From an optimization exercise on the open Yosys and OpenROAD flow, aimed at small area, a short achievable clock period and few clock cycles; shortcuts taken in it are not production practice.
Where RTL was checked, it was by simulation tests only, not by an equivalence proof against the original.
Function not checked in runs 2 to 5: the RTL went through the layout flow alone.

## flow/design.v

```verilog
module grayscale(
  input  [23:0] d,
  output [7:0]  q
  );
wire [11:0] r  = {4'b0000, d[7:0]};
wire [11:0] g  = {4'b0000, d[15:8]};
wire [11:0] b  = {4'b0000, d[23:16]};
wire [11:0] t0 = r;
wire [11:0] t1 = r << 2;
wire [11:0] t2 = g;
wire [11:0] t3 = g << 3;
wire [11:0] t4 = b << 1;
wire [11:0] s1 = t0 ^ t1 ^ t2;
wire [11:0] c1 = ((t0 & t1) | (t0 & t2) | (t1 & t2)) << 1;
wire [11:0] s2 = s1 ^ c1 ^ t3;
wire [11:0] c2 = ((s1 & c1) | (s1 & t3) | (c1 & t3)) << 1;
wire [11:0] s3 = s2 ^ c2 ^ t4;
wire [11:0] c3 = ((s2 & c2) | (s2 & t4) | (c2 & t4)) << 1;
wire [11:0] total = s3 + c3;
assign q = total[11:4];
endmodule
module sat_add(
  input  [7:0] a,
  input  [7:0] m,
  input        neg,
  output [7:0] q
  );
wire [8:0] r = {1'b0, a} + {1'b0, m ^ {8{neg}}} + {8'b0, neg};
wire       ovf = r[8] ^ neg;
assign q = ovf ? {8{~neg}} : r[7:0];
endmodule
module err_dif(
  input  [7:0] a,
  input  [6:0] c7,
  input  [6:0] ep,
  input        sp,
  input        m3,
  output [7:0] v,
  output       s,
  output [6:0] e
  );
wire [8:0] ep3 = {2'b00, ep} + {1'b0, ep, 1'b0};
wire [4:0] d3  = m3 ? ep3[8:4] : 5'd0;
wire [7:0] t;
sat_add u_t(.a(a), .m({3'b000, d3}), .neg(sp), .q(t));
sat_add u_v(.a(t), .m({2'b00, c7[5:0]}), .neg(c7[6]), .q(v));
assign s  = v[7];
assign e  = v[6:0] ^ {7{v[7]}};
endmodule
module controller #(
  parameter W  = 800,
  parameter H  = 600,
  parameter K  = 4,
  parameter AW = 19
  ) (
  input               clk,
  input               rst,
  output reg [AW-1:0] oa,
  output reg [AW-1:0] ia,
  output reg          rd,
  output reg          wr,
  output reg          done,
  output reg          a_sel,     
  output reg          idle,      
  output reg          lane_k,    
  output reg          x_last,    
  output reg          x_nlast    
  );
function integer lg2;
  input integer n;
  integer i;
  begin
    lg2 = 0;
    for (i = n - 1; i > 0; i = i >> 1)
      lg2 = lg2 + 1;
  end
endfunction
localparam integer CW  = lg2(K + 2);
localparam integer XW  = lg2(W);
localparam integer WK1 = W * (K + 1);
localparam [AW-1:0] D_RD   = W * K + K + 2;
localparam [AW-1:0] D_RDW  = W * K + K + 2 - WK1;
localparam [AW-1:0] D_L0   = -1;
localparam [AW-1:0] D_L0W  = WK1 - 1;
localparam [AW-1:0] D_LN   = -W - 1;
localparam [AW-1:0] D_LNW  = WK1 - W - 1;
localparam [AW-1:0] I_L3   = -3 * W - 3;
localparam [AW-1:0] I_L3W  = WK1 - 3 * W - 3;
localparam [AW-1:0] I_L4   = -4 * W - 3;
localparam [AW-1:0] I_L4W  = WK1 - 4 * W - 3;
localparam [AW-1:0] I_L0   = W * (K - 2) + K;
localparam [AW-1:0] I_L0W  = W * (K - 2) + K - WK1;
localparam [AW-1:0] OA0    = W * (H - 1) + W - 3 - K;
localparam [AW-1:0] N_PIX  = W * H;         
localparam [AW-1:0] N_RD   = W * (H - K);   
localparam [AW-1:0] LAST   = W - 1;         
reg [CW-1:0] c;
reg [XW-1:0] x0;
wire         x0_s  = (x0 < 16);
wire [3:0]   x0_l  = x0[3:0];
wire         x0_e  = (x0 == W - 1);
reg [CW-1:0] c_n;
reg [AW-1:0] doa, dia, oa_n;
reg [3:0]    dx;
reg          wa, wi, rd_n, wr_n, done_n;
always @(*) begin
  c_n = (c == K + 1) ? {CW{1'b0}} : c + 1'b1;
  if (c == 0) begin
    wa  = x0_s && x0_l < K + 2;
    doa = wa ? D_RDW : D_RD;
  end else begin
    wa  = x0_s && x0_l == c - 1;
    if (c == 1)
      doa = wa ? D_L0W : D_L0;
    else
      doa = wa ? D_LNW : D_LN;
  end
  oa_n = oa + doa;
  dx = x0_l - c;
  if (c_n == 0) begin
    wi  = x0_s && x0_l >= 1 && x0_l <= K;
    dia = wi ? I_L0W : I_L0;
  end else if (c_n == K) begin
    wi  = (x0_s && x0_l < K - 1) || x0_e;
    dia = wi ? I_L0W : I_L0;
  end else if (c_n == K + 1) begin
    wi  = x0_s && x0_l < K;
    dia = wi ? I_L0W : I_L0;
  end else if (c_n == 1) begin
    wi  = x0_s && x0_l < 3;
    dia = wi ? I_L3W : I_L3;
  end else begin
    wi  = x0_s && x0_l >= c && dx <= 2;
    dia = wi ? I_L4W : I_L4;
  end
  done_n = done || (wr && oa == LAST);
  rd_n = (c_n == 1) && (oa_n < N_RD) && !done_n;
  wr_n = (c_n != 1) && (oa_n < N_PIX) && !done_n;
end
always @(posedge clk) begin
  ia      <= oa_n + dia;
  a_sel   <= (c_n == 1) && (oa_n < N_RD);
  idle    <= (c_n == 0);
  lane_k  <= (c_n == K + 1);
  x_last  <= x0_s && x0_l == c;
  x_nlast <= (c == 0) ? x0_e : (x0_s && x0_l == c - 1);
end
always @(posedge clk or posedge rst) begin
  if (rst) begin
    c    <= 0;
    x0   <= W - 1;
    oa   <= OA0;
    rd   <= 1'b0;
    wr   <= 1'b0;
    done <= 1'b0;
  end else begin
    c    <= c_n;
    if (c == K + 1)
      x0 <= x0_e ? {XW{1'b0}} : x0 + 1'b1;
    oa   <= oa_n;
    rd   <= rd_n;
    wr   <= wr_n;
    done <= done_n;
  end
end
endmodule
module sipu_core #(
  parameter W  = 800,
  parameter H  = 600,
  parameter K  = 4,
  parameter AW = 19
  ) (
  input           clk,
  input           rst,
  input  [23:0]   in_mem_data,
  input  [7:0]    out_mem_data,
  output reg [7:0] mux_data,
  output          en_in_mem,
  output [AW-1:0] in_mem_addr,
  output          en_out_mem,
  output [AW-1:0] out_mem_addr,
  output          out_mem_read,
  output          out_mem_write,
  output          done
  );
localparam integer RW = 19;     
wire a_sel, idle, lane_k, x_last, x_nlast;
controller #(.W(W), .H(H), .K(K), .AW(AW)) ctrl(
  .clk(clk), .rst(rst), .oa(out_mem_addr), .ia(in_mem_addr),
  .rd(out_mem_read), .wr(out_mem_write), .done(done),
  .a_sel(a_sel), .idle(idle), .lane_k(lane_k), .x_last(x_last), .x_nlast(x_nlast));
assign en_in_mem  = 1'b1;
assign en_out_mem = 1'b1;
reg [RW*(K+1)-1:0] ring;
reg [RW:0]         tail;
reg [23:0]         in_q;
reg [7:0]          g1_q;     
reg [6:0]          e_q;      
reg                s_q;      
wire [RW-1:0] head = ring[RW-1:0];
wire [7:0]    a    = head[7:0];
wire [6:0]    c7   = head[18:12];
wire [7:0] v;
wire       s;
wire [6:0] e;
err_dif ed(.a(a), .c7(c7), .ep(e_q), .sp(s_q), .m3(!x_last),
           .v(v), .s(s), .e(e));
wire [9:0] ep5 = {3'b000, e_q} + {1'b0, e_q, 2'b00};
wire [2:0] d1n = x_nlast ? 3'd0 : e_q[6:4];
wire [3:0] d1_nx = ring[2*RW-8:2*RW-11];
wire [7:0] g, g1, a_calc;
grayscale gray(.d(in_q), .q(g));
sat_add u_g1(.a(g), .m({5'b00000, d1_nx[2:0]}), .neg(d1_nx[3]), .q(g1));
sat_add u_g5(.a(g1_q), .m({2'b00, ep5[9:4]}), .neg(s_q), .q(a_calc));
wire [7:0] a_n  = a_sel ? out_mem_data : a_calc;
wire [7:0] c7_n = (x_last || lane_k) ? 8'd0 : {s, e};
wire [3:0] d1_n = {s_q && !x_nlast, d1n};
wire [9:0] t7 = {tail[18:12], 3'b000} - {3'b000, tail[18:12]};
always @(posedge clk) begin
  tail     <= {c7_n, d1_n, a_n};
  ring     <= {tail[19], t7[9:4], tail[11:0], ring[RW*(K+1)-1:RW]};
  in_q     <= in_mem_data;
  g1_q     <= g1;
  e_q      <= idle ? 7'd0 : e;
  s_q      <= s && !idle;
  mux_data <= lane_k ? v : {8{s}};
end
endmodule
module top(clk,
           rst,
           done,
           in_mem_data,
           out_mem_data,
           mux_data,
           en_in_mem,
           in_mem_addr,
           en_out_mem,
           out_mem_addr,
           out_mem_read,
           out_mem_write
           );
  input  clk;
  input  rst;
  input  [23:0]  in_mem_data;
  input  [7:0]   out_mem_data;
  output [7:0]   mux_data;
  output         en_in_mem;
  output [31:0]  in_mem_addr;
  output         en_out_mem;
  output [31:0]  out_mem_addr;
  output         out_mem_read;
  output         out_mem_write;
  output done;
  wire [18:0] in_addr;
  wire [18:0] out_addr;
  assign in_mem_addr  = {13'd0, in_addr};
  assign out_mem_addr = {13'd0, out_addr};
  sipu_core #(.W(800), .H(600), .K(6), .AW(19)) core(
    .clk(clk), .rst(rst),
    .in_mem_data(in_mem_data), .out_mem_data(out_mem_data),
    .mux_data(mux_data),
    .en_in_mem(en_in_mem), .in_mem_addr(in_addr),
    .en_out_mem(en_out_mem), .out_mem_addr(out_addr),
    .out_mem_read(out_mem_read), .out_mem_write(out_mem_write),
    .done(done));
endmodule
```

## flow/flow/run.sh

```bash
#!/bin/bash
set -o pipefail
export BUFFER_PORTS_ARGS="-buffer_cell sky130_fd_sc_hd__buf_2"
export CTS_ARGS="-sink_clustering_enable -repair_clock_nets -dont_use_dummy_load -sink_clustering_size 26 -sink_clustering_max_diameter 90 -buf_list {sky130_fd_sc_hd__clkbuf_16}"
bash standard.sh > standard.log 2>&1
```

## flow/standard.sh

```bash
#!/bin/bash
# synth_recipe.tcl (not shown) runs the flow's synth.tcl, then flattens the netlist and writes it again
# the make line also repeats each setting of config.mk as NAME=value (left out here)
make -C /OpenROAD-flow-scripts/flow DESIGN_CONFIG=/design/flow/config.mk WORK_HOME=/design/flow/orfs CLKGATE_MAP_FILE= SYNTH_SCRIPT=/design/flow/synth_recipe.tcl "${@:-finish}"
```

## flow/config.mk

```make
export PLATFORM = sky130hd
export DESIGN_NAME = top
export DESIGN_NICKNAME = top
export VERILOG_FILES = /design/flow/design.v
export SDC_FILE = /design/flow/constraint.sdc
export NUM_CORES = 4
export LEC_CHECK = 0
export CAP_MARGIN = 20
export CORE_MARGIN = 2
export CORE_UTILIZATION = 40
export PLACE_DENSITY = 0.85
export SLEW_MARGIN = 20
```

## flow/constraint.sdc

```tcl
create_clock -name core_clock -period 24.0 [get_ports {clk}]
set_input_delay 4.8000 -clock core_clock [delete_from_list [all_inputs] [get_ports {clk}]]
set_output_delay 4.8000 -clock core_clock [all_outputs]
set_load 0.01 [all_outputs]
```

==> results of run 1 <==
final cells by class:
class                   instances  area, um2  area share (%)
multi-input cells             735       5722           45.63
clock buffers                  14      350.3           2.794
flip-flops and latches        256       5325           42.47
repair buffers                 83      417.9           3.333
well taps                     384      480.5           3.832
inverters                      65      244.0           1.946
per-layer routing:
| metal | global-route usage, % | vias to the layer above |
|---|---|---|
| met3 | 2.741 | 35 |
| met2 | 25.38 | 213 |
| met1 | 18.69 | 3694 |
| met4 | 3.460 | 0 |
| li1 | - | 3787 |
| met5 | 0 | - |
kinds of logic after synthesis:
group           share of synthesized area (%)
mux                                    0.8164
flops                                   46.33
other cells                           0.06533
xor+xnor                                8.000
simple gates                            10.94
compound gates                          12.55
fa+ha+maj                               16.50
buf+inv                                 4.800
path summary, 6_finish.rpt:
| check | startpoint | end | slack, ns | cells after the start |
|---|---|---|---|---|
| setup / recovery | core.e_q[2] | core.mux_data[2] | 17.96 | 23 |
| hold / removal | core.ring[103] | core.ring[84] | 0.32 | 0 |
| setup reg to reg | core.e_q[2] | core.mux_data[2] | 17.96 | 23 |
| hold reg to reg | core.ring[103] | core.ring[84] | 0.32 | 0 |
| max in group asynchronous | rst | core.ctrl.oa[12] | 19.18 | 3 |
| min in group asynchronous | rst | core.ctrl.oa[10] | 4.42 | 3 |
worst max-delay path, cell delays in order, from the launching register on:
cell and delay, ns:
sky130_fd_sc_hd__dfxtp_1 0.36, sky130_fd_sc_hd__ha_1 0.35, sky130_fd_sc_hd__a21oi_2 0.24, sky130_fd_sc_hd__a21oi_2 0.12, sky130_fd_sc_hd__or3_1 0.30, sky130_fd_sc_hd__and3_1 0.19, sky130_fd_sc_hd__xnor2_1 0.16, sky130_fd_sc_hd__fa_1 0.48
sky130_fd_sc_hd__a211oi_1 0.33, sky130_fd_sc_hd__o21ai_1 0.14, sky130_fd_sc_hd__a21oi_1 0.33, sky130_fd_sc_hd__maj3_1 0.27, sky130_fd_sc_hd__o21bai_1 0.10, sky130_fd_sc_hd__fa_1 0.42, sky130_fd_sc_hd__a21o_1 0.20, sky130_fd_sc_hd__a21oi_1 0.22
sky130_fd_sc_hd__o21bai_1 0.09, sky130_fd_sc_hd__a21oi_1 0.27, sky130_fd_sc_hd__a211o_1 0.35, sky130_fd_sc_hd__o21a_1 0.15, sky130_fd_sc_hd__mux2i_1 0.10, sky130_fd_sc_hd__a22oi_4 0.39, sky130_fd_sc_hd__and2b_4 0.30, sky130_fd_sc_hd__a31oi_2 0.05
registers in the layout (all words and copies together) (netlist names), 3 cells and up:
signal	count
core.ctrl.oa	19
core.mux_data	8
core.in_q	24
core.ring	129
core.e_q	7
core.ctrl.c	3
core.ctrl.ia	19
core.tail	20
core.g1_q	8
core.ctrl.x0	10
layout by cell type, fill, tap and decap left out, types with 12 or more instances in the layout:
master                      Yosys  final
sky130_fd_sc_hd__dfxtp_1      221    221
sky130_fd_sc_hd__ha_1          98     98
sky130_fd_sc_hd__buf_2          6     82
sky130_fd_sc_hd__xnor2_1       68     68
sky130_fd_sc_hd__inv_1         65     65
sky130_fd_sc_hd__nor2_1        62     62
sky130_fd_sc_hd__nand2_1       59     59
sky130_fd_sc_hd__a21oi_1       56     56
sky130_fd_sc_hd__xor2_1        37     37
sky130_fd_sc_hd__o21ai_0       33     33
sky130_fd_sc_hd__conb_1         2     28
sky130_fd_sc_hd__a21o_1        26     26
sky130_fd_sc_hd__fa_1          26     26
sky130_fd_sc_hd__nor3_1        24     24
sky130_fd_sc_hd__dfstp_2       20     20
sky130_fd_sc_hd__nand3_1       16     16
sky130_fd_sc_hd__o21a_1        16     16
sky130_fd_sc_hd__maj3_1        15     15
sky130_fd_sc_hd__dfrtp_1       15     15
sky130_fd_sc_hd__clkbuf_16      0     14
sky130_fd_sc_hd__and3_1        12     12
sky130_fd_sc_hd__nand2b_1      12     12
==> impl_results.rst, run 1 <==
.. list-table::
   :header-rows: 1

   * - Metric
     - Value
   * - Bufs on Longest Clock Path
     - 3
   * - Worst slack, placed
     - 18.05 ns
   * - Number of I/O port buffers
     - 82
   * - Met3 routed wirelength
     - 1290 um
   * - ANT nets after route
     - 0
   * - Max-cap viol count
     - 0
   * - Post-synthesis sequential element count
     - 256
   * - Fraction of post-synthesis cell area in the top cell type by area
     - roughly two fifths
   * - Final-report max-slew violation count
     - 0
   * - Placed inst area
     - 12,180 um2
   * - Worst hold path type
     - reg2reg
   * - Final WL
     - 22,000 um
   * - CTS tree
     - yes
   * - Crit Path Max Fanout
     - 9
   * - Final worst path period need
     - 6.039 ns
   * - Residual DRC
     - 0
   * - Routability-driven placement congestion ratio
     - 0.8815
   * - Overflow after GRT
     - 0
   * - RSZ-0062 raised after global routing
     - false
   * - Max H-tree Level
     - 1
   * - Number of setup buffers added after CTS
     - 0
   * - Layout Skew
     - 0.05912 ns
   * - Setup violations, final
     - 0
   * - Pin count of the biggest net entering global routing
     - 36
   * - Post-placement cell count
     - about 1.5k
   * - Net total in the final layout
     - 1,313
   * - Core outline area
     - 28,470 um2
   * - Total global-route track usage
     - 14.57%
   * - Hold violation count in the final report
     - 0
   * - Hold_ws
     - ~0.32 ns
   * - Height of the die
     - 173.5 um
   * - Total negative slack for setup checks
     - 0 ns
   * - Area of the mapped netlist
     - 11,490 um2
   * - Routed metal-1 wire length
     - 9726 um
   * - Average size of a mapped cell
     - approximately 11 um2
   * - Die footprint
     - between 30,000 and 40,000 um2
   * - Maximum clock frequency
     - between 0.15 and 0.2 GHz
   * - Via count of the first global-routing pass
     - 7,784
   * - Starting density of the core
     - 40.38%
   * - Final non-filler cell total
     - roughly 1.5k
   * - Ranking of synthesized cells by instance count
     - 221 x sky130_fd_sc_hd__dfxtp_1, 98 x sky130_fd_sc_hd__ha_1, 68 x sky130_fd_sc_hd__xnor2_1, 65 x sky130_fd_sc_hd__inv_1, 62 x sky130_fd_sc_hd__nor2_1
   * - Warnings from Yosys
     - 2
   * - Sum of net half-perimeters after detailed placement
     - 16,750 um
   * - Total CTS buffers
     - 14
   * - Share of flip-flops with an asynchronous set or reset
     - 13.67%
   * - Share of the core filled with cells
     - 44.05%
   * - CP Data Required Time
     - 24.35 ns
   * - Antenna violations before repair
     - 0
   * - Most instantiated library cell after synthesis
     - sky130_fd_sc_hd__dfxtp_1
   * - Run status
     - no timing/DRC/antenna violations
   * - Post-synth top flop
     - sky130_fd_sc_hd__dfxtp_1
   * - Worst slew margin relative to its limit
     - 39.18%
   * - Insertion delay of the later-clocked pin in the worst-skew pair
     - 0.49 ns
   * - Site Rows
     - 62
   * - Gate count after technology mapping
     - 1,077
   * - Number of fill cells in the layout
     - 2,592
   * - Number of library cell types mapped by synthesis
     - 73
   * - Final design instance area without fill
     - 12,540 um2
   * - Via count of the routed design
     - 7,729
   * - Count of flip-flops with a built-in enable after synthesis
     - 0
   * - Arrival time of data at the critical path endpoint
     - 6.39 ns
   * - Number of optimization iterations in the first detailed-route pass
     - 5
   * - Number of antenna repair diodes
     - 0
   * - Share of the yosys chip area belonging to registers
     - 46.33%
   * - Vias per inst
     - just over 5
   * - Number of hold buffers added after CTS
     - 0
   * - Leading post-synthesis cells by cell area
     - sky130_fd_sc_hd__dfxtp_1 38%, sky130_fd_sc_hd__ha_1 11%, sky130_fd_sc_hd__xnor2_1 5.2%, sky130_fd_sc_hd__dfstp_2 4.6%, sky130_fd_sc_hd__fa_1 4.5%
   * - Cell type contributing the most total cell area after synthesis
     - sky130_fd_sc_hd__dfxtp_1
   * - Max layer used
     - met4
   * - Initial DRC Count
     - 459
   * - Number of sinks handled by clock tree synthesis
     - 256
   * - Worst-case setup margin in the final layout
     - between 15 and 20 ns
   * - Width of the die
     - 173.5 um
   * - Resized cells post-CTS
     - 0
   * - WS Path Type
     - reg2reg
   * - Final worst path period share
     - 25.16%
   * - Actual slew at the worst max-slew pin
     - 0.9111 ns
   * - Routed wl met2
     - ~11,000 um
   * - Global-route wire length before repair
     - ~37,000 um
   * - Clock root buffer
     - sky130_fd_sc_hd__clkbuf_16
   * - Clock transition at the register clock pins on the worst setup and hold paths after CTS
     - about 0.090 ns
   * - Crit path launch type
     - flip-flop
   * - Area Overhead vs Synth
     - 9.089%
   * - Routed wire length per instance
     - 14.32 um
   * - Fraction of final layout cells sized beyond drive strength 1
     - 13.44%
   * - Number of primary I/O pins
     - between 100 and 150
   * - Worst Setup End Kind
     - flip-flop
Testbench counts, summed over its fixed seeds: cycles 2,560,228.
==> run 2: changes to the inputs <==
--- a/flow/design.v
+++ b/flow/design.v
@@ -256,5 +256,5 @@
   assign in_mem_addr  = {13'd0, in_addr};
   assign out_mem_addr = {13'd0, out_addr};
-  sipu_core #(.W(800), .H(600), .K(6), .AW(19)) core(
+  sipu_core #(.W(800), .H(600), .K(7), .AW(19)) core(
     .clk(clk), .rst(rst),
     .in_mem_data(in_mem_data), .out_mem_data(out_mem_data),
--- a/flow/config.mk
+++ b/flow/config.mk
@@ -9,4 +9,3 @@
 export CORE_MARGIN = 2
 export CORE_UTILIZATION = 40
-export PLACE_DENSITY = 0.85
 export SLEW_MARGIN = 20
==> run 2 against run 1 <==
Net effect:
- synthesized area grew 6.3%
- utilization grew 0.57 points
- largest cell class unchanged
- still clean
- clock skew shrank 0.025 ns
- clock-buffer cell count grew 2
- fmax grew 0.21%
- sequential cell count grew 20
==> impl_results.rst, run 2 <==
.. list-table::
   :header-rows: 1

   * - Metric
     - Value
   * - Run status
     - no timing/DRC/antenna violations
   * - Hold_ws
     - 0.2963 ns (-0.02405 ns)
   * - Resized cells post-CTS
     - 0 (unchanged)
   * - Number of library cell types mapped by synthesis
     - 74 (+1.4%)
   * - Clock root buffer
     - sky130_fd_sc_hd__clkbuf_16
   * - Residual DRC
     - 0 (unchanged)
   * - Peak-usage layer in the global routing report
     - met2
   * - Most frequent standard cell in the layout excluding fill and tap cells
     - sky130_fd_sc_hd__dfxtp_1
   * - Grt met3 use
     - 2.014% (-0.73 points)
   * - Met2 track utilization from global routing
     - 23.91% (-1.5 points)
   * - Bufs on Longest Clock Path
     - 3 (unchanged)
   * - Crit path max-delay family
     - flip-flops
   * - Count of flip-flops with a built-in enable after synthesis
     - 0 (unchanged)
   * - Pin count of the biggest net entering global routing
     - 37 (+2.8%)
   * - Number of primary I/O pins
     - 111 (unchanged)
   * - WS Path Type
     - reg2out
   * - Share of flip-flops with an asynchronous set or reset
     - 13.04% (-0.63 points)
   * - CTS tree
     - yes
   * - Number of buffers and inverters on the critical path
     - 1 (+1)
   * - Height of the die
     - 178.8 um (+3.0%)
   * - Routability-driven placement congestion ratio
     - 0.8341 (-5.4%)
   * - Overflow after GRT
     - 0 (unchanged)
   * - Final-report max-slew violation count
     - 0 (unchanged)
   * - Layout Skew
     - 0.03460 ns (-0.02453 ns)
   * - Number of optimization iterations in the first detailed-route pass
     - 5 (unchanged)
   * - Core outline area
     - 29,870 um2 (+4.9%)
   * - RSZ-0062 raised after global routing
     - false
   * - Cells along the critical path
     - buf_2
   * - Max H-tree Level
     - 1 (unchanged)
   * - Commonest cells after routing, fill and taps aside
     - 240 x sky130_fd_sc_hd__dfxtp_1, 100 x sky130_fd_sc_hd__ha_1, 82 x sky130_fd_sc_hd__buf_2, 81 x sky130_fd_sc_hd__inv_1, 77 x sky130_fd_sc_hd__nor2_1
   * - Final WL
     - 22,980 um (+4.4%)
   * - Ranking of synthesized cells by instance count
     - 240 x sky130_fd_sc_hd__dfxtp_1, 100 x sky130_fd_sc_hd__ha_1, 81 x sky130_fd_sc_hd__inv_1, 77 x sky130_fd_sc_hd__nor2_1, 68 x sky130_fd_sc_hd__nand2_1
   * - Sum of net half-perimeters after detailed placement
     - 17,460 um (+4.3%)
   * - Via count of the routed design
     - 8,112 (+5.0%)
   * - Final design instance area without fill
     - 13,330 um2 (+6.3%)
   * - Setup violations, final
     - 0 (unchanged)
   * - Maximum clock frequency
     - 0.1659 GHz (+0.21%)
   * - Worst slew margin relative to its limit
     - 36.34% (-2.8 points)
   * - Worst stage delay on the critical path
     - 0.54 ns (+0.06 ns)
   * - Global-route wire length before repair
     - 37,920 um (+2.8%)
   * - Worst-case setup margin in the final layout
     - 17.97 ns (+0.01260 ns)
   * - Number of fill cells in the layout
     - 2,843 (+9.7%)
   * - Fraction of final layout cells sized beyond drive strength 1
     - 11.08% (-2.4 points)
   * - Net total in the final layout
     - 1,416 (+7.8%)
   * - Most instantiated library cell after synthesis
     - sky130_fd_sc_hd__dfxtp_1
   * - Fraction of post-synthesis cell area in the top cell type by area
     - 39.32% (+0.83 points)
   * - Share of the yosys chip area belonging to registers
     - 46.89% (+0.57 points)
   * - Leading post-synthesis cells by cell area
     - sky130_fd_sc_hd__dfxtp_1 39%, sky130_fd_sc_hd__ha_1 10%, sky130_fd_sc_hd__xnor2_1 4.2%, sky130_fd_sc_hd__fa_1 4.1%, sky130_fd_sc_hd__dfstp_2 4.1%
   * - Cell type contributing the most total cell area after synthesis
     - sky130_fd_sc_hd__dfxtp_1
   * - CP Data Required Time
     - 19.20 ns (-5.15 ns)
   * - Worst hold path type
     - reg2reg
   * - Worst slack, placed
     - 17.94 ns (-0.1103 ns)
   * - Max-cap viol count
     - 0 (unchanged)
   * - Placed inst area
     - 12,920 um2 (+6.0%)
   * - Width of the die
     - 178.8 um (+3.0%)
   * - Total CTS buffers
     - 16 (+2)
   * - Post-synthesis sequential element count
     - 276 (+7.8%)
   * - Crit path launch type
     - flip-flop
   * - Max reg flops
     - 148 (+15%)
   * - Area Overhead vs Synth
     - 9.084% (about the same)
   * - Cell with the largest stage delay on the worst path
     - sky130_fd_sc_hd__dfrtp_1
   * - Vias per inst
     - 4.931 (-1.9%)
   * - Final worst path period need
     - 6.027 ns (-0.01260 ns)
   * - Gate count after technology mapping
     - 1,179 (+9.5%)
   * - Warnings from Yosys
     - 2 (unchanged)
   * - Actual slew at the worst max-slew pin
     - 0.9525 ns (+0.04141 ns)
   * - Area of the mapped netlist
     - 12,220 um2 (+6.3%)
   * - Insertion delay of the later-clocked pin in the worst-skew pair
     - 0.50 ns (about the same)
   * - Number of I/O port buffers
     - 82 (unchanged)
   * - Area of combinational cells with multiple inputs
     - 5977 um2 (+4.5%)
   * - Number of setup buffers added after CTS
     - 0 (unchanged)
   * - Routed wire length per instance
     - 13.97 um (-2.4%)
   * - Antenna violations before repair
     - 0 (unchanged)
   * - Register area
     - 5729 um2 (+7.6%)
   * - Top reg by flops
     - core.ring
   * - Initial DRC Count
     - 477 (+3.9%)
   * - Worst Setup End Kind
     - primary output
   * - Arrival time of data at the critical path endpoint
     - 1.23 ns (-5.16 ns)
   * - Biggest registers after layout
     - core.ring: 148 flops, core.in_q: 24 flops, core.tail: 20 flops
   * - Site Rows
     - 63 (+1.6%)
   * - ANT nets after route
     - 0 (unchanged)
   * - Hold violation count in the final report
     - 0 (unchanged)
   * - Total negative slack for setup checks
     - 0 ns (unchanged)
   * - Post-synth top flop
     - sky130_fd_sc_hd__dfxtp_1
   * - Via count of the first global-routing pass
     - 7,853 (+0.89%)
   * - Number of hold buffers added after CTS
     - 0 (unchanged)
   * - Starting density of the core
     - 40.90% (+0.52 points)
   * - Average size of a mapped cell
     - 10.36 um2 (-2.9%)
   * - Number of antenna repair diodes
     - 0 (unchanged)
   * - Crit Path Max Fanout
     - 8 (-1)
   * - Number of sinks handled by clock tree synthesis
     - 276 (+7.8%)
   * - Total global-route track usage
     - 14.59% (+0.024 points)
   * - Clock transition at the register clock pins on the worst setup and hold paths after CTS
     - 0.10 ns (about the same)
   * - Final worst path period share
     - 25.11% (-0.053 points)
   * - Die footprint
     - 31,960 um2 (+6.1%)
   * - Met1 track demand over resource
     - 19.86% (+1.2 points)
[run 2: changes by cell type in the layout (fill, tap and decap cells not counted), sizes merged, moves of 8 or more]
cell    change
inv        +16
or3        +10
nor2       +14
dfxtp      +19
nand2       +9
a21boi      +8
xnor2       -9
[run 2: through the flow]
step / utilization [%] / cells
floorplan: - / 1205
global placement: 43.25 / 1629
detailed placement: 43.25 / 1629
CTS: 44.59 / 1645
global route: 44.61 / 1645
finish: 44.61 / 1645
[run 2: area by class of cell]
cell class                      instances  area share (%)
Clock buffer                           16           3.004
Inverter                               82           2.309
Multi-Input combinational cell        797           44.85
Sequential cell                       276           42.99
Tap cell                              390           3.661
Timing Repair Buffer                   84           3.192
[run 2: cells by family after synthesis]
kind of cell | share of synthesized area (%)
compound gates | 13.33
fa+ha+maj | 15.60
xor+xnor | 6.810
mux | 0.7680
other cells | 0.06147
flops | 46.89
simple gates | 11.49
buf+inv | 5.049
[run 2: metal layers]
metal,vias to the layer above,routed length (um)
met5,-,0
met4,0,688
met3,41,724
met2,134,10390
met1,3778,11180
li1,4159,-
[run 2: final timing paths]
kind,startpoint,endpoint,slack [ns],depth (start not counted)
max,core.ctrl.oa[0],out_mem_addr[0],17.97,1
min,core.ring[141],core.ring[122],0.30,0
max reg2reg,core.e_q[3],core.tail[15],18.04,21
min reg2reg,core.ring[141],core.ring[122],0.30,0
max in group asynchronous,rst,core.ctrl.oa[18],19.19,3
min in group asynchronous,rst,core.ctrl.x0[6],4.40,3
==> run 3: changes to the inputs <==
--- a/flow/design.v
+++ b/flow/design.v
@@ -256,5 +256,5 @@
   assign in_mem_addr  = {13'd0, in_addr};
   assign out_mem_addr = {13'd0, out_addr};
-  sipu_core #(.W(800), .H(600), .K(7), .AW(19)) core(
+  sipu_core #(.W(800), .H(600), .K(5), .AW(19)) core(
     .clk(clk), .rst(rst),
     .in_mem_data(in_mem_data), .out_mem_data(out_mem_data),
==> run 3 against run 2 <==
Net effect:
- clock-buffer cell count fell by 3
- synthesized cell count fell by 10%
- synthesized area fell by 9.3%
- critical path depth rose by 22
- first-iteration DRC count fell by 49%
- sequential share of layout area fell by 2.2 points
- global-route usage barely moved
- non-clock buffer count did not move
- largest cell class unchanged
==> impl_results.rst, run 3 <==
.. list-table::
   :header-rows: 1

   * - Metric
     - Value
   * - Final WL
     - 20,540 um (-11%)
   * - Number of setup buffers added after CTS
     - 0 (unchanged)
   * - Die footprint
     - 29,050 um2 (-9.1%)
   * - Number of fill cells in the layout
     - 2,560 (-10%)
   * - Area of combinational cells with multiple inputs
     - 5708 um2 (-4.5%)
   * - Met1 track demand over resource
     - 20.19% (+0.33 points)
   * - Cells along the critical path
     - ha_1 -> a21oi_1 -> a21oi_1 -> nor3_1 -> mux2_2 -> fa_1 -> a211oi_1 -> o21ai_1 -> o31ai_2 -> o2111ai_1 -> nor3_1 -> inv_1 -> fa_1 -> a21o_1 -> a21oi_1 -> o21bai_1 -> a21oi_1 -> o21ai_0 -> nand3_1 -> nor2_1 -> o21ai_2 -> nand2b_1 -> a21boi_0
   * - Antenna violations before repair
     - 1 (+1)
   * - Total CTS buffers
     - 13 (-3)
   * - Number of library cell types mapped by synthesis
     - 80 (+8.1%)
   * - Core outline area
     - 27,100 um2 (-9.3%)
   * - Area Overhead vs Synth
     - 9.395%
   * - Final non-filler cell total
     - 1,510 (-8.2%)
   * - Initial DRC Count
     - 245 (-49%)
   * - ANT nets after route
     - 0 (unchanged)
   * - Leading post-synthesis cells by cell area
     - sky130_fd_sc_hd__dfxtp_1 36%, sky130_fd_sc_hd__ha_1 11%, sky130_fd_sc_hd__xnor2_1 5.1%, sky130_fd_sc_hd__fa_1 4.3%, sky130_fd_sc_hd__dfstp_2 4.3%
   * - Total negative slack for setup checks
     - 0 ns (unchanged)
   * - Maximum clock frequency
     - 0.1554 GHz (-6.3%)
   * - Cell type contributing the most total cell area after synthesis
     - sky130_fd_sc_hd__dfxtp_1
   * - Number of hold buffers added after CTS
     - 0 (unchanged)
   * - Pin count of the biggest net entering global routing
     - 36 (-2.7%)
   * - Total global-route track usage
     - 14.56% (-0.034 points)
   * - Final-report max-slew violation count
     - 0 (unchanged)
   * - Routability-driven placement congestion ratio
     - 0.8104 (-2.8%)
   * - Overflow after GRT
     - 0 (unchanged)
   * - Share of the yosys chip area belonging to registers
     - 44.60% (-2.3 points)
   * - Residual DRC
     - 0 (unchanged)
   * - Starting density of the core
     - 40.89% (about the same)
   * - Hold violation count in the final report
     - 0 (unchanged)
   * - Post-synth top flop
     - sky130_fd_sc_hd__dfxtp_1
   * - Arrival time of data at the critical path endpoint
     - 6.75 ns (+5.52 ns)
   * - Height of the die
     - 170.4 um (-4.7%)
   * - Global-route wire length before repair
     - 34,470 um (-9.1%)
   * - Clock root buffer
     - sky130_fd_sc_hd__clkbuf_16
   * - Max H-tree Level
     - 1 (unchanged)
   * - Post-synthesis sequential element count
     - 237 (-14%)
   * - Fraction of post-synthesis cell area in the top cell type by area
     - 36.50% (-2.8 points)
   * - Commonest cells after routing, fill and taps aside
     - 202 x sky130_fd_sc_hd__dfxtp_1, 99 x sky130_fd_sc_hd__ha_1, 82 x sky130_fd_sc_hd__buf_2, 69 x sky130_fd_sc_hd__nor2_1, 68 x sky130_fd_sc_hd__a21oi_1
   * - Worst slew margin relative to its limit
     - 54.07% (+18 points)
   * - Met2 track utilization from global routing
     - 23.72% (-0.19 points)
   * - Cell with the largest stage delay on the worst path
     - sky130_fd_sc_hd__o21ai_2
   * - Ranking of synthesized cells by instance count
     - 202 x sky130_fd_sc_hd__dfxtp_1, 99 x sky130_fd_sc_hd__ha_1, 69 x sky130_fd_sc_hd__nor2_1, 68 x sky130_fd_sc_hd__a21oi_1, 67 x sky130_fd_sc_hd__inv_1
   * - RSZ-0062 raised after global routing
     - false
   * - Run status
     - no timing/DRC/antenna violations
   * - Worst Setup End Kind
     - flip-flop
   * - Setup violations, final
     - 0 (unchanged)
   * - Crit path launch type
     - flip-flop
   * - Worst slack, placed
     - 17.65 ns (-0.2828 ns)
   * - Site Rows
     - 60 (-4.8%)
   * - Most frequent standard cell in the layout excluding fill and tap cells
     - sky130_fd_sc_hd__dfxtp_1
   * - Number of optimization iterations in the first detailed-route pass
     - 4 (-1)
   * - Net total in the final layout
     - 1,297 (-8.4%)
   * - Final design instance area without fill
     - 12,120 um2 (-9.1%)
   * - Max reg flops
     - 110 (-26%)
   * - Final worst path period share
     - 26.81% (+1.7 points)
   * - Worst hold path type
     - reg2reg
   * - Number of antenna repair diodes
     - 0 (unchanged)
   * - Placed inst area
     - 11,800 um2 (-8.7%)
   * - CP Data Required Time
     - 24.32 ns (+5.12 ns)
   * - Biggest registers after layout
     - core.ring: 110 flops, core.in_q: 24 flops, core.tail: 20 flops
   * - Sum of net half-perimeters after detailed placement
     - 16,040 um (-8.1%)
   * - Share of flip-flops with an asynchronous set or reset
     - 14.77% (+1.7 points)
   * - Cell seen most often among critical-path stages
     - sky130_fd_sc_hd__a21oi_1
   * - Post-placement cell count
     - 1,497 (-8.1%)
   * - Worst-case setup margin in the final layout
     - 17.57 ns (-0.4082 ns)
   * - Actual slew at the worst max-slew pin
     - 0.6889 ns (-0.2635 ns)
   * - Bufs on Longest Clock Path
     - 3 (unchanged)
   * - Average size of a mapped cell
     - 10.47 um2 (+1.1%)
   * - Width of the die
     - 170.4 um (-4.7%)
   * - Number of I/O port buffers
     - 82 (unchanged)
   * - Via count of the routed design
     - 7,247 (-11%)
   * - Grt met3 use
     - 2.488% (+0.47 points)
   * - Final worst path period need
     - 6.435 ns (+0.4082 ns)
   * - Register area
     - 4942 um2 (-14%)
   * - Resized cells post-CTS
     - 0 (unchanged)
   * - Count of flip-flops with a built-in enable after synthesis
     - 0 (unchanged)
   * - Number of primary I/O pins
     - 111 (unchanged)
   * - Area of the mapped netlist
     - 11,080 um2 (-9.3%)
   * - WS Path Type
     - reg2reg
   * - Number of sinks handled by clock tree synthesis
     - 237 (-14%)
   * - Top reg by flops
     - core.ring
   * - Most instantiated library cell after synthesis
     - sky130_fd_sc_hd__dfxtp_1
   * - Routed wire length per instance
     - 13.60 um (-2.6%)
   * - Crit Path Max Fanout
     - 12 (+4)
   * - Layout Skew
     - 0.04591 ns (+0.01131 ns)
   * - Insertion delay of the later-clocked pin in the worst-skew pair
     - 0.48 ns (-0.02 ns)
   * - Via count of the first global-routing pass
     - 7,021 (-11%)
   * - Gate count after technology mapping
     - 1,058 (-10%)
   * - Vias per inst
     - 4.799 (-2.7%)
   * - Peak-usage layer in the global routing report
     - met2
   * - Fraction of final layout cells sized beyond drive strength 1
     - 12.39% (+1.3 points)
   * - Clock transition at the register clock pins on the worst setup and hold paths after CTS
     - 0.09 ns (about the same)
   * - Warnings from Yosys
     - 2 (unchanged)
   * - Reg2Reg Setup Slack
     - 17.57 ns (-0.47 ns)
   * - Worst stage delay on the critical path
     - 0.57 ns (+0.03 ns)
   * - Max-cap viol count
     - 0 (unchanged)
   * - CTS tree
     - yes
## run 3: cell count changes in the layout (fill, tap and decap cells not counted), sizes merged, moves of 5 or more
cell and change:
nand2 -22, inv -14, a211oi -6, dfxtp -38, xnor2 +5, o22ai -5
or3 -8, nor2 -8, xor2 +6
## run 3: final cells by class
class	instances	area share (%)
inverter	68	2.106
clock buffer	13	2.684
multi-input combinational	736	47.09
tap	372	3.840
sequential	237	40.77
timing repair buffer	84	3.510
## run 3: final timing paths
| path | start | end | cells after the start |
|---|---|---|---|
| worst min-delay path | core.ring[106] | core.ring[87] | 0 |
| worst min register to register | core.ring[106] | core.ring[87] | 0 |
| max in group asynchronous | rst | core.ctrl.oa[4] | 3 |
| min in group asynchronous | rst | core.ctrl.x0[6] | 3 |
| worst max-delay path | core.e_q[2] | core.mux_data[3] | 23 |
| worst max register to register | core.e_q[2] | core.mux_data[3] | 23 |
## run 3: critical path: cells and delay by family, from the launching register on
kind / cells / cell delay (ns)
muxes: 1 / 0.41
DFF: 1 / 0.36
adders and majority gates: 3 / 1.16
AOI/OAI and AO/OA: 13 / 3.04
buffers and inverters: 1 / 0.10
and+or+nand+nor: 5 / 1.21
## run 3: per-stage QoR
step	utilization [%]	hold slack, ns
detailed placement	43.53	0.3121
CTS	44.73	0.2963
global route	44.73	0.3076
floorplan	-	0.3096
global placement	43.51	0.3102
finish	44.73	0.2964
## run 3: logic make-up after synthesis
kind of cell	after synthesis	share of synthesized area, %
adders and majority gates	141	17.14
DFF	237	44.60
AOI/OAI and AO/OA	216	13.17
muxes	7	0.6662
xor gates and xnor gates	106	8.446
and+or+nand+nor	238	11.11
buffers and inverters	111	4.799
other	2	0.06778
## run 3: per-layer routing
metal  share of wire, %  wire [um]
met3                3.8        771
met4                2.0        401
met1                 49      10020
met2                 45       9335
met5              0.049         10
==> run 4: changes to the inputs <==
--- a/flow/design.v
+++ b/flow/design.v
@@ -56,5 +56,5 @@
   input               clk,
   input               rst,
-  output reg [AW-1:0] oa,
+  output     [AW-1:0] oa,
   output reg [AW-1:0] ia,
   output reg          rd,
@@ -96,4 +96,6 @@
 localparam [AW-1:0] LAST   = W - 1;         
 reg [CW-1:0] c;
+reg [AW-1:0] oq;
+assign oa = oq ^ OA0;
 reg [XW-1:0] x0;
 wire         x0_s  = (x0 < 16);
@@ -150,5 +152,5 @@
     c    <= 0;
     x0   <= W - 1;
-    oa   <= OA0;
+    oq   <= {AW{1'b0}};
     rd   <= 1'b0;
     wr   <= 1'b0;
@@ -158,5 +160,5 @@
     if (c == K + 1)
       x0 <= x0_e ? {XW{1'b0}} : x0 + 1'b1;
-    oa   <= oa_n;
+    oq   <= oa_n ^ OA0;
     rd   <= rd_n;
     wr   <= wr_n;
@@ -256,5 +258,5 @@
   assign in_mem_addr  = {13'd0, in_addr};
   assign out_mem_addr = {13'd0, out_addr};
-  sipu_core #(.W(800), .H(600), .K(5), .AW(19)) core(
+  sipu_core #(.W(800), .H(600), .K(6), .AW(19)) core(
     .clk(clk), .rst(rst),
     .in_mem_data(in_mem_data), .out_mem_data(out_mem_data),
==> run 4 against run 3 <==
Net effect:
- still clean on timing, DRC and antenna
- die area grew 2.6%
- worst setup slack gained 0.26 ns
- final area grew 2.1%
- sequential cell count grew 19
==> impl_results.rst, run 4 <==
.. list-table::
   :header-rows: 1

   * - Metric
     - Value
   * - WS Path Type
     - reg2reg
   * - Routability-driven placement congestion ratio
     - 0.8325 (+2.7%)
   * - Top reg by flops
     - core.ring
   * - Initial DRC Count
     - 331 (+35%)
   * - Worst slack, placed
     - 17.89 ns (+0.2391 ns)
   * - Crit Path Max Fanout
     - 11 (-1)
   * - Number of fill cells in the layout
     - 2,650 (+3.5%)
   * - Layout Skew
     - 0.03763 ns (-0.008274 ns)
   * - Worst Hold Depth
     - 0 (unchanged)
   * - Arrival time of data at the critical path endpoint
     - 6.53 ns (-0.22 ns)
   * - Critical register-to-register path endpoint
     - core.mux_data[4]
   * - Capture endpoint of the worst hold path
     - core.ring[71]
   * - Share of flip-flops with an asynchronous set or reset
     - 13.67% (-1.1 points)
   * - Final worst path period share
     - 25.72% (-1.1 points)
   * - Cell with the largest stage delay on the worst path
     - sky130_fd_sc_hd__fa_1
   * - Worst reg2reg path startpoint
     - core.e_q[3]
   * - Total CTS buffers
     - 15 (+2)
   * - Number of setup buffers added after CTS
     - 0 (unchanged)
   * - Overflow after GRT
     - 0 (unchanged)
   * - Vias per inst
     - 4.705 (-2.0%)
   * - Sum of net half-perimeters after detailed placement
     - 15,730 um (-1.9%)
   * - Count of flip-flops with a built-in enable after synthesis
     - 0 (unchanged)
   * - Warnings from Yosys
     - 2 (unchanged)
   * - Fraction of final layout cells sized beyond drive strength 1
     - 11.45% (-0.94 points)
   * - Antenna violations before repair
     - 0 (-1)
   * - Bufs on Longest Clock Path
     - 3 (unchanged)
   * - Crit path launch type
     - flip-flop
   * - Worst-case setup margin in the final layout
     - 17.83 ns (+0.2632 ns)
   * - Total global-route track usage
     - 13.62% (-0.94 points)
   * - Cell seen most often among critical-path stages
     - sky130_fd_sc_hd__a21oi_1
   * - Post-synthesis sequential element count
     - 256 (+8.0%)
   * - Clock root buffer
     - sky130_fd_sc_hd__clkbuf_16
   * - Number of I/O port buffers
     - 82 (unchanged)
   * - Final non-filler cell total
     - 1,531 (+1.4%)
   * - Insertion delay of the later-clocked pin in the worst-skew pair
     - 0.49 ns (about the same)
   * - Gate count after technology mapping
     - 1,082 (+2.3%)
   * - Number of antenna repair diodes
     - 0 (unchanged)
   * - Actual slew at the worst max-slew pin
     - 0.9023 ns (+0.2134 ns)
   * - Site Rows
     - 61 (+1.7%)
   * - RSZ-0062 raised after global routing
     - false
   * - Run status
     - no timing/DRC/antenna violations
   * - Fraction of post-synthesis cell area in the top cell type by area
     - 38.89% (+2.4 points)
   * - Via count of the routed design
     - 7,203 (-0.61%)
   * - Share of the yosys chip area belonging to registers
     - 46.66% (+2.1 points)
   * - Most frequent standard cell in the layout excluding fill and tap cells
     - sky130_fd_sc_hd__dfxtp_1
   * - Residual DRC
     - 0 (unchanged)
   * - Reg2Reg Setup Slack
     - 17.83 ns (+0.26 ns)
   * - Cell type contributing the most total cell area after synthesis
     - sky130_fd_sc_hd__dfxtp_1
   * - Net total in the final layout
     - 1,314 (+1.3%)
   * - Share of the core filled with cells
     - 44.43% (-0.30 points)
   * - Max-cap viol count
     - 0 (unchanged)
   * - Number of sinks handled by clock tree synthesis
     - 256 (+8.0%)
   * - Final worst path period need
     - 6.172 ns (-0.2632 ns)
   * - Average size of a mapped cell
     - 10.51 um2 (+0.40%)
   * - Maximum clock frequency
     - 0.1620 GHz (+4.3%)
   * - Global-route wire length before repair
     - 33,870 um (-1.8%)
   * - Startpoint of the lowest-slack hold path
     - core.ring[90]
   * - Number of library cell types mapped by synthesis
     - 84 (+5.0%)
   * - Hold violation count in the final report
     - 0 (unchanged)
   * - Ranking of synthesized cells by instance count
     - 221 x sky130_fd_sc_hd__dfxtp_1, 99 x sky130_fd_sc_hd__ha_1, 86 x sky130_fd_sc_hd__inv_1, 71 x sky130_fd_sc_hd__nor2_1
   * - Max reg flops
     - 129 (+17%)
   * - Post-synth top flop
     - sky130_fd_sc_hd__dfxtp_1
   * - Width of the die
     - 172.7 um (+1.3%)
   * - Starting density of the core
     - 40.84% (-0.047 points)
   * - Final-report max-slew violation count
     - 0 (unchanged)
   * - Worst Setup End Kind
     - flip-flop
   * - Number of optimization iterations in the first detailed-route pass
     - 4 (unchanged)
   * - Worst hold path type
     - reg2reg
   * - Height of the die
     - 172.7 um (+1.3%)
   * - Crit path max-delay family
     - compound AO/OA/AOI/OAI gates
   * - Placed inst area
     - 12,000 um2 (+1.7%)
   * - Post-placement cell count
     - 1,516 (+1.3%)
   * - Final WL
     - 20,490 um (-0.23%)
   * - Number of primary I/O pins
     - 111 (unchanged)
   * - Most instantiated library cell after synthesis
     - sky130_fd_sc_hd__dfxtp_1
   * - CP Data Required Time
     - 24.36 ns (+0.04 ns)
   * - Leading post-synthesis cells by cell area
     - sky130_fd_sc_hd__dfxtp_1 39%, sky130_fd_sc_hd__ha_1 11%, sky130_fd_sc_hd__dfrtp_1 6.2%, sky130_fd_sc_hd__xnor2_1 5.4%, sky130_fd_sc_hd__fa_1 4.6%
   * - Register area
     - 5309 um2 (+7.4%)
   * - Resized cells post-CTS
     - 0 (unchanged)
   * - Number of buffers and inverters on the critical path
     - 2 (+1)
   * - Area of combinational cells with multiple inputs
     - 5464 um2 (-4.3%)
   * - Max H-tree Level
     - 1 (unchanged)
   * - Biggest registers after layout
     - core.ring: 129 flops, core.in_q: 24 flops, core.tail: 20 flops
   * - Area Overhead vs Synth
     - 8.787%
   * - Total negative slack for setup checks
     - 0 ns (unchanged)
   * - Clock transition at the register clock pins on the worst setup and hold paths after CTS
     - 0.10 ns (about the same)
   * - Number of cell instances on the worst register-to-register path
     - 26 (+13%)
   * - Core outline area
     - 27,860 um2 (+2.8%)
   * - CTS tree
     - yes
   * - Area of the mapped netlist
     - 11,380 um2 (+2.7%)
   * - Worst stage delay on the critical path
     - 0.47 ns (-0.10 ns)
   * - Via count of the first global-routing pass
     - 7,034 (+0.19%)
   * - Number of hold buffers added after CTS
     - 0 (unchanged)
   * - Final design instance area without fill
     - 12,380 um2 (+2.1%)
   * - Commonest cells after routing, fill and taps aside
     - 221 x sky130_fd_sc_hd__dfxtp_1, 99 x sky130_fd_sc_hd__ha_1, 86 x sky130_fd_sc_hd__inv_1, 82 x sky130_fd_sc_hd__buf_2, 71 x sky130_fd_sc_hd__nor2_1
   * - Setup violations, final
     - 0 (unchanged)
   * - ANT nets after route
     - 0 (unchanged)
   * - Die footprint
     - 29,810 um2 (+2.6%)
   * - Pin count of the biggest net entering global routing
     - 36 (unchanged)
   * - Worst slew margin relative to its limit
     - 39.76% (-14 points)
   * - Routed wire length per instance
     - 13.39 um (-1.6%)
run 4: worst max-delay path by stage:
stage | startpoint | end | depth (start not counted) | slack [ns]
global placement | core.e_q[2] | core.mux_data[3] | 26 | 18.08
global route | core.e_q[2] | core.mux_data[3] | 26 | 17.17
detailed placement | core.e_q[3] | core.mux_data[4] | 26 | 17.89
CTS | core.e_q[3] | core.mux_data[4] | 26 | 17.85
finish | core.e_q[3] | core.mux_data[4] | 26 | 17.83
floorplan | core.e_q[2] | core.mux_data[3] | 26 | 18.40
run 4: layout make-up:
cell class,instances,area share [%]
multi-input combinational,710,44.15
inverter,88,2.669
clock buffer,15,3.033
tap,378,3.821
sequential,256,42.89
timing repair buffer,84,3.437
run 4: cell families (layout without fill, tap and decap cells):
logic type	after synthesis	count (layout)	share of synthesized area (%)
flops	256	256	46.66
simple gates	215	215	9.227
compound gates	214	214	12.22
buf+inv	142	187	6.169
fa+ha+maj	140	140	16.78
xor+xnor	106	106	8.226
mux	7	7	0.6488
other cells	2	28	0.06601
run 4: routing by layer:
metal,global-route usage (%),up-vias,part of all wire [%]
li1,-,3742,-
met1,18.22,3320,48
met2,22.79,111,46
met3,2.111,30,3.4
met4,4.061,0,2.6
met5,0,-,0
run 4: through the flow:
step	hold slack (ns)
finish	0.2881
global route	0.3052
CTS	0.2915
detailed placement	0.3121
global placement	0.3108
floorplan	0.3096
==> run 5: changes to the inputs <==
--- a/flow/design.v
+++ b/flow/design.v
@@ -42,7 +42,18 @@
 wire [8:0] ep3 = {2'b00, ep} + {1'b0, ep, 1'b0};
 wire [4:0] d3  = m3 ? ep3[8:4] : 5'd0;
-wire [7:0] t;
-sat_add u_t(.a(a), .m({3'b000, d3}), .neg(sp), .q(t));
-sat_add u_v(.a(t), .m({2'b00, c7[5:0]}), .neg(c7[6]), .q(v));
+wire [5:0] d7  = c7[5:0];
+wire       n7  = c7[6];
+wire [9:0] p   = {2'b00, a} + ({4'b0000, d7} ^ {10{n7}}) + {9'd0, n7};
+wire [9:0] m   = {5'b00000, d3} ^ {10{sp}};
+wire [9:0] x   = {2'b00, a} + m + {9'd0, sp};
+wire [9:0] y   = p + m + {9'd0, sp};
+wire x_lo = x[9];
+wire x_hi = !x[9] && x[8];
+wire y_lo = y[9];
+wire y_hi = !y[9] && y[8];
+assign v = x_lo ? (n7 ? 8'd0 : {2'b00, d7}) :
+           x_hi ? (n7 ? ~{2'b00, d7} : 8'd255) :
+           y_lo ? 8'd0 :
+           y_hi ? 8'd255 : y[7:0];
 assign s  = v[7];
 assign e  = v[6:0] ^ {7{v[7]}};
@@ -56,5 +67,5 @@
   input               clk,
   input               rst,
-  output     [AW-1:0] oa,
+  output reg [AW-1:0] oa,
   output reg [AW-1:0] ia,
   output reg          rd,
@@ -96,6 +107,4 @@
 localparam [AW-1:0] LAST   = W - 1;         
 reg [CW-1:0] c;
-reg [AW-1:0] oq;
-assign oa = oq ^ OA0;
 reg [XW-1:0] x0;
 wire         x0_s  = (x0 < 16);
@@ -152,5 +161,5 @@
     c    <= 0;
     x0   <= W - 1;
-    oq   <= {AW{1'b0}};
+    oa   <= OA0;
     rd   <= 1'b0;
     wr   <= 1'b0;
@@ -160,5 +169,5 @@
     if (c == K + 1)
       x0 <= x0_e ? {XW{1'b0}} : x0 + 1'b1;
-    oq   <= oa_n ^ OA0;
+    oa   <= oa_n;
     rd   <= rd_n;
     wr   <= wr_n;
==> run 5 against run 4 <==
Net effect:
- first-iteration DRC count rose by 37%
- wire length increased by 10%
- global-route usage rose by 0.93 points
- still clean on timing, DRC and antenna
- non-clock buffer count rose by 2
- worst setup slack improved by 0.12 ns
==> impl_results.rst, run 5 <==
.. list-table::
   :header-rows: 1

   * - Metric
     - Value
   * - Run status
     - no timing/DRC/antenna violations
   * - Share of the core filled with cells
     - 44.24% (-0.19 points)
   * - Setup violations, final
     - 0 (unchanged)
   * - Number of buffers and inverters on the critical path
     - 1 (-1)
   * - Placed inst area
     - 12,760 um2 (+6.3%)
   * - Share of flip-flops with an asynchronous set or reset
     - 13.67% (unchanged)
   * - Core outline area
     - 29,640 um2 (+6.4%)
   * - Number of antenna repair diodes
     - 0 (unchanged)
   * - Number of I/O port buffers
     - 82 (unchanged)
   * - Share of the yosys chip area belonging to registers
     - 44.29% (-2.4 points)
   * - RSZ-0062 raised after global routing
     - false
   * - Crit Path Max Fanout
     - 7 (-4)
   * - Max-cap viol count
     - 0 (unchanged)
   * - Height of the die
     - 177.4 um (+2.7%)
   * - Max reg flops
     - 129 (unchanged)
   * - Arrival time of data at the critical path endpoint
     - 1.25 ns (-5.28 ns)
   * - Worst reg2reg path startpoint
     - core.ctrl.x0[4]
   * - Number of cells on the critical path
     - 1 (-96%)
   * - Hold_ws
     - 0.3136 ns (+0.02554 ns)
   * - Actual slew at the worst max-slew pin
     - 0.8692 ns (-0.03316 ns)
   * - Area of the mapped netlist
     - 12,020 um2 (+5.7%)
   * - Capture endpoint of the worst hold path
     - core.ring[123]
   * - Final worst path period share
     - 25.20% (-0.52 points)
   * - Number of hold buffers added after CTS
     - 0 (unchanged)
   * - Count of flip-flops with a built-in enable after synthesis
     - 0 (unchanged)
   * - Cell type contributing the most total cell area after synthesis
     - sky130_fd_sc_hd__dfxtp_1
   * - Reg2Reg Setup Slack
     - 18.11 ns (+0.28 ns)
   * - Area Overhead vs Synth
     - 9.065%
   * - Resized cells post-CTS
     - 0 (unchanged)
   * - Overflow after GRT
     - 0 (unchanged)
   * - Pin count of the biggest net entering global routing
     - 36 (unchanged)
   * - Starting density of the core
     - 40.56% (-0.28 points)
   * - Worst Setup End Kind
     - primary output
   * - Post-synth top flop
     - sky130_fd_sc_hd__dfxtp_1
   * - ANT nets after route
     - 0 (unchanged)
   * - Number of fill cells in the layout
     - 2,878 (+8.6%)
   * - Area of combinational cells with multiple inputs
     - 6157 um2 (+13%)
   * - Number of sinks handled by clock tree synthesis
     - 256 (unchanged)
   * - Routability-driven placement congestion ratio
     - 0.8554 (+2.8%)
   * - Fraction of post-synthesis cell area in the top cell type by area
     - 36.80% (-2.1 points)
   * - Worst slew margin relative to its limit
     - 41.71% (+1.9 points)
   * - Most frequent standard cell in the layout excluding fill and tap cells
     - sky130_fd_sc_hd__dfxtp_1
   * - Net total in the final layout
     - 1,426 (+8.5%)
   * - Hold violation count in the final report
     - 0 (unchanged)
   * - Total global-route track usage
     - 14.55% (+0.93 points)
   * - Number of primary I/O pins
     - 111 (unchanged)
   * - Bufs on Longest Clock Path
     - 3 (unchanged)
   * - Warnings from Yosys
     - 2 (unchanged)
   * - Residual DRC
     - 0 (unchanged)
   * - Die footprint
     - 31,460 um2 (+5.5%)
   * - Register area
     - 5325 um2 (+0.31%)
   * - Post-synthesis sequential element count
     - 256 (unchanged)
   * - Global-route wire length before repair
     - 37,670 um (+11%)
   * - Startpoint of the lowest-slack hold path
     - core.tail[9]
   * - Post-placement cell count
     - 1,616 (+6.6%)
   * - Leading post-synthesis cells by cell area
     - sky130_fd_sc_hd__dfxtp_1 37%, sky130_fd_sc_hd__ha_1 12%, sky130_fd_sc_hd__fa_1 5.8%, sky130_fd_sc_hd__xnor2_1 4.6%, sky130_fd_sc_hd__dfstp_2 4.4%
   * - Average size of a mapped cell
     - 10.35 um2 (-1.6%)
   * - Commonest cells after routing, fill and taps aside
     - 221 x sky130_fd_sc_hd__dfxtp_1, 115 x sky130_fd_sc_hd__ha_1, 90 x sky130_fd_sc_hd__inv_1, 82 x sky130_fd_sc_hd__buf_2, 75 x sky130_fd_sc_hd__nor2_1
   * - Final-report max-slew violation count
     - 0 (unchanged)
   * - Initial DRC Count
     - 453 (+37%)
   * - Clock root buffer
     - sky130_fd_sc_hd__clkbuf_16
   * - Number of setup buffers added after CTS
     - 0 (unchanged)
   * - WS Path Type
     - reg2out
   * - Final design instance area without fill
     - 13,110 um2 (+5.9%)
   * - Ranking of synthesized cells by instance count
     - 221 x sky130_fd_sc_hd__dfxtp_1, 115 x sky130_fd_sc_hd__ha_1, 90 x sky130_fd_sc_hd__inv_1, 75 x sky130_fd_sc_hd__nor2_1
   * - Maximum clock frequency
     - 0.1653 GHz (+2.0%)
   * - Layout Skew
     - 0.05378 ns (+0.01615 ns)
   * - Via count of the routed design
     - 7,998 (+11%)
   * - Number of optimization iterations in the first detailed-route pass
     - 5 (+1)
   * - Most instantiated library cell after synthesis
     - sky130_fd_sc_hd__dfxtp_1
   * - Width of the die
     - 177.4 um (+2.7%)
   * - Final non-filler cell total
     - 1,630 (+6.5%)
   * - Worst stage delay on the critical path
     - 0.62 ns (+0.15 ns)
   * - Sum of net half-perimeters after detailed placement
     - 17,340 um (+10%)
   * - Top reg by flops
     - core.ring
   * - Cells along the critical path
     - buf_2
   * - Total CTS buffers
     - 14 (-1)
   * - Site Rows
     - 63 (+3.3%)
   * - Insertion delay of the later-clocked pin in the worst-skew pair
     - 0.48 ns (about the same)
   * - Cell with the largest stage delay on the worst path
     - sky130_fd_sc_hd__dfstp_2
   * - Antenna violations before repair
     - 0 (unchanged)
   * - Gate count after technology mapping
     - 1,162 (+7.4%)
   * - Final WL
     - 22,560 um (+10%)
   * - Clock transition at the register clock pins on the worst setup and hold paths after CTS
     - 0.10 ns (about the same)
   * - CTS tree
     - yes
   * - Crit path launch type
     - flip-flop
   * - Number of library cell types mapped by synthesis
     - 80 (-4.8%)
   * - Worst hold path type
     - reg2reg
   * - Routed wire length per instance
     - 13.84 um (+3.4%)
   * - Fraction of final layout cells sized beyond drive strength 1
     - 12.18% (+0.73 points)
   * - Worst Hold Depth
     - 0 (unchanged)
   * - Max H-tree Level
     - 1 (unchanged)
   * - Number of cell instances on the worst register-to-register path
     - 19 (-27%)
   * - Vias per inst
     - 4.907 (+4.3%)
   * - Final worst path period need
     - 6.048 ns (-0.1237 ns)
   * - Total negative slack for setup checks
     - 0 ns (unchanged)
   * - Crit path max-delay family
     - flip-flops
   * - Critical register-to-register path endpoint
     - core.ctrl.ia[17]
   * - CP Data Required Time
     - 19.20 ns (-5.16 ns)
   * - Biggest registers after layout
     - core.ring: 129 flops, core.in_q: 24 flops, core.tail: 20 flops
   * - Via count of the first global-routing pass
     - 7,774 (+11%)
run 5: cell type report:
type	count	area share [%]
inverter	93	2.681
sequential	256	40.61
multi-input combinational	791	46.96
clock buffer	14	2.672
timing repair buffer	86	3.359
tap	390	3.721
run 5: how the worst max path moves through the flow:
stage                                  end  slack (ns)       startpoint
after detailed placement  core.ctrl.ia[17]       18.17  core.ctrl.x0[5]
after floorplan             core.ctrl.c[0]       18.46              rst
after global routing      core.ctrl.ia[17]       17.55  core.ctrl.x0[4]
after global placement    core.ctrl.ia[17]       18.33  core.ctrl.x0[5]
after CTS                  out_mem_addr[7]       17.93  core.ctrl.oa[7]
final                      out_mem_addr[7]       17.95  core.ctrl.oa[7]
run 5: metal layers:
metal  track usage (%)  part of all wire (%)
met1             20.16                    49
met2             24.08                    45
met3             2.207                   4.1
met4             3.074                   1.7
met5                 0                     0
run 5: cells by family after synthesis:
family                   synth area share (%)
AO/OA/AOI/OAI                           13.09
XOR/XNOR                                5.828
adder cells (fa/ha/maj)                 19.05
buffers and inverters                   5.307
flip-flops                              44.29
multiplexers                           0.7077
other                                 0.06246
AND/OR/NAND/NOR                         11.66
run 5: through the flow:
step	worst slack, ns
2_1_floorplan	18.46
3_3_place_gp	18.33
3_5_place_dp	18.17
4_1_cts	17.93
5_1_grt	17.55
6_report	17.95

[what the ideal ports hide]
How much do the figures lean on ideal ports? The routed layouts below were timed once more, with nothing changed but the port constraints. Step 1: set_driving_cell puts a clkbuf_16 on clk and a buf_2 on each other input, an assumption about the parent block. Step 2, shift: input delay + t, output delay - t, t = (earliest + latest rising clock arrival at the registers) / 2. This alone moves slack from input paths to output paths. Slacks: ideal / step 1 / step 2; pairs: ideal / step 1.
run | t, ns | slack for setup (ns) | hold slack, ns | worst register clock-pin slew, ns | pins driven straight from the clock port
run 1 | 0.502 | 17.961 / 17.938 / 17.961 | 0.320 / 0.320 / 0.320 | 0.11 / 0.11 | 1
run 2 | 0.529 | 17.973 / 17.925 / 18.044 | 0.296 / 0.296 / 0.296 | 0.10 / 0.10 | 1
run 3 | 0.504 | 17.565 / 17.565 / 17.565 | 0.296 / 0.296 / 0.296 | 0.10 / 0.10 | 1
run 4 | 0.520 | 17.828 / 17.828 / 17.828 | 0.288 / 0.288 / 0.288 | 0.10 / 0.10 | 1
run 5 | 0.499 | 17.952 / 17.903 / 18.113 | 0.314 / 0.314 / 0.314 | 0.10 / 0.10 | 1
After both steps every run listed still meets setup and hold.
